Source: an optimization exercise on an open RTL-to-GDS flow (aim: small area, a short achievable clock period and few clock cycles per item). Production flows keep margins and buffers that such runs may drop.
At most, simulation tests tie the RTL to the original design; equivalence was not proved.
The clock input has no modelled driver; a real chip could not lean on it and would need a root buffer or a full tree.
Power is estimated from default activity; no workload was simulated.

==> module qspi_memory_interface, before the edit <==
module qspi_memory_interface (
    input  wire        clk,
    input  wire        spi_rst_n,
    input  wire        st,
    input  wire        ld,
    input  wire        spi_target,     
    input  wire [15:0] addr,
    input  wire [15:0] data_in,
    output reg  [15:0] data_out,
    output wire        spi_clk,
    output reg         spi_flash_cs,   
    output reg         spi_ram_cs,     
    input  wire [3:0]  spi_data_in,
    output wire [3:0]  spi_data_out,
    output wire [3:0]  spi_data_oe,
    output reg         busy
);
    localparam integer LFSR_N = 28;
    localparam integer LFSR_M = 25;
    localparam integer PAT_K  = 15;
    localparam [PAT_K-1:0] PAT = 15'd31999;
    reg  [6:0]  cnt;
    reg         init_done;
    reg  [31:0] sr;
    reg  [3:0]  dq;
    reg         oeq;
    reg         oe0;
    assign spi_clk      = cnt[0];
    assign spi_data_out = dq;
    assign spi_data_oe  = {oeq, oeq, oeq, oe0};
    wire [5:0] b   = cnt[6:1];
    wire       ev  = !cnt[0];
    wire       fl  = !spi_flash_cs;
    wire       rm  = !spi_ram_cs;
    wire       wr  = oeq;
    wire [15:0] t = data_out;
    wire s66  = t[0] & !t[1];
    wire s99  = t[1] & !t[2];
    wire s06  = t[3] & !t[4];
    wire s31  = t[4] & !t[5];
    wire i_eb = t[9];
    wire i_wait = !t[0] | (t[2] & !t[3]) | (t[5] & !t[9]);
    wire i_cmd_bit =
        (s66 & ((b == 6'd1) || (b == 6'd2) || (b == 6'd5) || (b == 6'd6))) |
        (s99 & ((b == 6'd0) || (b == 6'd3) || (b == 6'd4) || (b == 6'd7))) |
        (s06 & ((b == 6'd5) || (b == 6'd6))) |
        (s31 & ((b == 6'd2) || (b == 6'd3) || (b == 6'd7) || (b == 6'd14))) |
        (i_eb & ((b == 6'd0) || (b == 6'd1) || (b == 6'd2) || (b == 6'd4) ||
                 (b == 6'd6) || (b == 6'd7)));
    wire [6:0] i_last = i_eb ? 7'd39 : (s31 ? 7'd31 : 7'd15);
    wire hit    = (sr[PAT_K-1:0] == PAT);
    wire lfsr_fb = !(sr[LFSR_N-1] ^ sr[LFSR_M-1]);
    wire go_f   = ld & !spi_target;
    wire go_r   = spi_target & (ld | st);
    wire f_end  = (cnt == 7'd30);
    wire r_end  = (b == 6'd47) & (cnt[0] | !wr);
    reg [3:0] f_nib;
    always @(*) begin
        case (b)
            6'd1:    f_nib = {3'b000, sr[31]};
            6'd2:    f_nib = {sr[31], sr[29], sr[27], sr[25]};
            6'd3:    f_nib = {sr[25], sr[23], sr[21], sr[19]};
            6'd4:    f_nib = {sr[19], sr[17], sr[15], sr[13]};
            6'd5:    f_nib = {sr[13], sr[11], sr[9], 1'b0};
            6'd6:    f_nib = 4'b1010;
            default: f_nib = 4'b0000;
        endcase
    end
    wire r_bit = (b == 6'd6) | ((b == 6'd7) & !wr) |
                 ((b >= 6'd15) & (b <= 6'd30) & sr[27]) |
                 ((b >= 6'd32) & sr[28]);
    wire i_step  = busy & ((i_wait & hit) | (!i_wait & fl & (cnt == i_last)));
    wire i_end   = i_step & i_eb;
    wire d_sh4   = init_done & busy & fl & ev & (cnt >= 7'd24);
    wire d_sh1   = init_done ? (busy & rm & !wr & ev & (cnt >= 7'd64)) : (i_step & !i_eb);
    wire d_hold  = !(d_sh4 | d_sh1 | i_end);
    wire d_in1   = spi_data_in[1] | !init_done;
    always @(posedge clk or negedge spi_rst_n) begin
        if (!spi_rst_n)
            data_out <= 16'h0000;
        else
            data_out <= ({16{d_hold}} & data_out) |
                        ({16{d_sh4}}  & {data_out[11:0], spi_data_in}) |
                        ({16{d_sh1}}  & {data_out[14:0], d_in1});
    end
    always @(posedge clk or negedge spi_rst_n) begin
        if (!spi_rst_n) begin
            busy         <= 1'b0;
            spi_flash_cs <= 1'b1;
            spi_ram_cs   <= 1'b1;
            init_done    <= 1'b0;
            oeq          <= 1'b0;
            oe0          <= 1'b0;
        end else if (!init_done) begin
            busy <= 1'b1;
            oeq  <= 1'b0;
            oe0  <= 1'b0;
            if (busy && !i_wait) begin
                if (spi_flash_cs) begin
                    spi_flash_cs <= 1'b0;
                end else begin
                    oe0 <= 1'b1;
                    oeq <= i_eb & (b >= 6'd8);
                    if (cnt == i_last) begin
                        spi_flash_cs <= 1'b1;
                        oe0          <= 1'b0;
                        oeq          <= 1'b0;
                        if (i_eb) begin
                            init_done <= 1'b1;
                            busy      <= 1'b0;
                        end
                    end
                end
            end
        end else if (!busy) begin
            busy         <= go_f | go_r;
            spi_flash_cs <= !go_f;
            spi_ram_cs   <= !go_r;
            oeq          <= go_r & !ld;
            oe0          <= 1'b0;
        end else begin
            if (fl) begin
                oeq <= (cnt < 7'd15);
                oe0 <= (cnt < 7'd15);
                if (f_end) begin
                    busy         <= 1'b0;
                    spi_flash_cs <= 1'b1;
                    oeq          <= 1'b0;
                    oe0          <= 1'b0;
                end
            end else begin
                oe0 <= 1'b1;
                if (r_end) begin
                    busy       <= 1'b0;
                    spi_ram_cs <= 1'b1;
                    oe0        <= 1'b0;
                    oeq        <= 1'b0;
                end
            end
        end
    end
    wire c_run = busy & (init_done ? !(fl ? f_end : r_end)
                                   : (!i_wait & fl & (cnt != i_last)));
    wire [6:0] cnt_nx = c_run ? cnt + 7'd1 : 7'd0;
    always @(posedge clk or negedge spi_rst_n) begin
        if (!spi_rst_n)
            cnt[0] <= 1'b0;
        else
            cnt[0] <= cnt_nx[0];
    end
    always @(posedge clk)
        cnt[6:1] <= cnt_nx[6:1];
    wire [31:0] ring_in;
    genvar gi;
    generate
        for (gi = 0; gi < 16; gi = gi + 1) begin : g_map
            assign ring_in[(2*gi + 31) % 32] = addr[gi];
            assign ring_in[(2*gi + 30) % 32] = data_in[gi];
        end
    endgenerate
    wire sr_load = init_done & !busy;
    wire sr_rot  = busy & (init_done | (i_wait & !hit));
    wire sr_in0  = init_done ? sr[31] : lfsr_fb;
    always @(posedge clk)
        sr <= ({32{sr_load}} & ring_in) | ({32{sr_rot}} & {sr[30:0], sr_in0});
    always @(posedge clk) begin
        if (!init_done)
            dq <= {i_eb & (b == 6'd14), 1'b0, i_eb & (b == 6'd14), i_cmd_bit};
        else if (fl)
            dq <= f_nib;
        else
            dq <= {3'b000, r_bit};
    end
endmodule
Settings: LEC_CHECK=0, CAP_MARGIN=20, CORE_MARGIN=2, CORE_UTILIZATION=40, SLEW_MARGIN=20; clock period 10.0 ns.
standard.sh (not shown) runs the stock make flow with config.mk's settings and CLKGATE_MAP_FILE= SYNTH_SCRIPT=/design/flow/synth_recipe.tcl, a recipe that flattens the netlist after the stock synthesis.
==> flow/flow/run.sh <==
#!/bin/bash
set -euo pipefail
export POST_CTS_TCL="$PWD/flow/post_cts.tcl"
KNOBS=(SETUP_SLACK_MARGIN=7 "BUFFER_PORTS_ARGS=-buffer_cell sky130_fd_sc_hd__buf_1")
bash standard.sh synth "${KNOBS[@]}" > make_synth.log 2>&1

R="$PWD/orfs/results/$FLOW_PLATFORM/qspi_memory_interface/base"
PLAT="$FLOW_HOME/platforms/$FLOW_PLATFORM"
LIB="$PLAT/lib/sky130_fd_sc_hd__tt_025C_1v80.lib"
DU=$(sed -n '/DONT_USE_CELLS/,/^$/p' "$PLAT/config.mk" | grep -o 'sky130_fd_sc_hd__[a-z0-9_]*' | sed 's/^/-dont_use /' | tr '\n' ' ')
YOSYS=yosys
if [[ -x "$FLOW_HOME/../tools/install/yosys/bin/yosys" ]]; then YOSYS="$FLOW_HOME/../tools/install/yosys/bin/yosys"; fi
cp "$R/1_2_yosys.v" netlist_in.v
sed -e "s|LIBERTY|$LIB|g" -e "s|DONT_USE|$DU|" flow/remap.ys > remap.ys
"$YOSYS" -s remap.ys > yosys_remap.log 2>&1
cp netlist_out.v "$R/1_2_yosys.v"
rm -f "$R/1_synth.odb" "$R/1_synth.sdc"

bash standard.sh finish "${KNOBS[@]}" > make_finish.log 2>&1
Other scripts of this flow, unchanged in this note and not shown: flow/flow/clocktree.tcl, flow/flow/isolate.tcl, flow/flow/post_cts.tcl, flow/flow/remap.ys
The baseline completed with no timing, DRC or antenna violations.
Testbench counts at the start, summed over its fixed seeds: cycles 82,887, ops 1,280.
Edit:
--- a/flow/design.v
+++ b/flow/design.v
@@ -6,12 +6,12 @@
     input  wire        spi_target,     
     input  wire [15:0] addr,
     input  wire [15:0] data_in,
     output reg  [15:0] data_out,
     output wire        spi_clk,
-    output reg         spi_flash_cs,   
-    output reg         spi_ram_cs,     
+    output wire        spi_flash_cs,   
+    output wire        spi_ram_cs,     
     input  wire [3:0]  spi_data_in,
     output wire [3:0]  spi_data_out,
     output wire [3:0]  spi_data_oe,
     output reg         busy
 );
@@ -28,12 +28,14 @@
     assign spi_clk      = cnt[0];
     assign spi_data_out = dq;
     assign spi_data_oe  = {oeq, oeq, oeq, oe0};
     wire [5:0] b   = cnt[6:1];
     wire       ev  = !cnt[0];
-    wire       fl  = !spi_flash_cs;
-    wire       rm  = !spi_ram_cs;
+    reg        fl;
+    reg        rm;
+    assign spi_flash_cs = !fl;
+    assign spi_ram_cs   = !rm;
     wire       wr  = oeq;
     wire [15:0] t = data_out;
     wire s66  = t[0] & !t[1];
     wire s99  = t[1] & !t[2];
     wire s06  = t[3] & !t[4];
@@ -84,27 +86,27 @@
                         ({16{d_sh1}}  & {data_out[14:0], d_in1});
     end
     always @(posedge clk or negedge spi_rst_n) begin
         if (!spi_rst_n) begin
             busy         <= 1'b0;
-            spi_flash_cs <= 1'b1;
-            spi_ram_cs   <= 1'b1;
+            fl <= 1'b0;
+            rm <= 1'b0;
             init_done    <= 1'b0;
             oeq          <= 1'b0;
             oe0          <= 1'b0;
         end else if (!init_done) begin
             busy <= 1'b1;
             oeq  <= 1'b0;
             oe0  <= 1'b0;
             if (busy && !i_wait) begin
-                if (spi_flash_cs) begin
-                    spi_flash_cs <= 1'b0;
+                if (!fl) begin
+                    fl <= 1'b1;
                 end else begin
                     oe0 <= 1'b1;
                     oeq <= i_eb & (b >= 6'd8);
                     if (cnt == i_last) begin
-                        spi_flash_cs <= 1'b1;
+                        fl <= 1'b0;
                         oe0          <= 1'b0;
                         oeq          <= 1'b0;
                         if (i_eb) begin
                             init_done <= 1'b1;
                             busy      <= 1'b0;
@@ -112,29 +114,29 @@
                     end
                 end
             end
         end else if (!busy) begin
             busy         <= go_f | go_r;
-            spi_flash_cs <= !go_f;
-            spi_ram_cs   <= !go_r;
+            fl <= go_f;
+            rm <= go_r;
             oeq          <= go_r & !ld;
             oe0          <= 1'b0;
         end else begin
             if (fl) begin
                 oeq <= (cnt < 7'd15);
                 oe0 <= (cnt < 7'd15);
                 if (f_end) begin
                     busy         <= 1'b0;
-                    spi_flash_cs <= 1'b1;
+                    fl <= 1'b0;
                     oeq          <= 1'b0;
                     oe0          <= 1'b0;
                 end
             end else begin
                 oe0 <= 1'b1;
                 if (r_end) begin
                     busy       <= 1'b0;
-                    spi_ram_cs <= 1'b1;
+                    rm <= 1'b0;
                     oe0        <= 1'b0;
                     oeq        <= 1'b0;
                 end
             end
         end
The changed run went through all stages and came out clean; clock power barely changes; fmax went down by about 1.3%; worst hold slack gets better by 0.012 ns; cell area increases by about 0.4%; routed wire length drops by 1.0%.
For the second run of this note, only the layout was checked, not whether the RTL still works. In every run of this note, the design's own scripts or RTL, not TritonCTS, make the clock network.

afterwards: timing with drivers on the ports:
The flow's constraints put no driver on any port. The routed layouts listed below were extracted and timed again, unchanged, in two steps. Step 1: set_driving_cell puts a clkbuf_16 on clk and a buf_2 on each other input, an assumption about the parent block. Step 2 adds t to the input delays and takes it off the output delays; t is the mean of the earliest and latest rising clock arrival at the registers after step 1. Input paths then give back, and output paths get back, about the clock's delay inside the block. Three values: ideal ports, drivers, drivers and shift; two values: the first two.
| run | t (ns) | slack for setup (ns) | worst hold slack (ns) | slew at the worst register clock pin (ns) | worst data-port slew with drivers (ns) |
|---|---|---|---|---|---|
| the first run | 0.210 | 7.174 / 7.115 / 7.312 | 0.442 / 0.442 / 0.442 | 0.09 / 0.09 | 0.04 |
| the second run | 0.209 | 7.136 / 7.077 / 7.229 | 0.454 / 0.454 / 0.454 | 0.09 / 0.09 | 0.04 |
After both steps setup and hold are still met in every run listed.
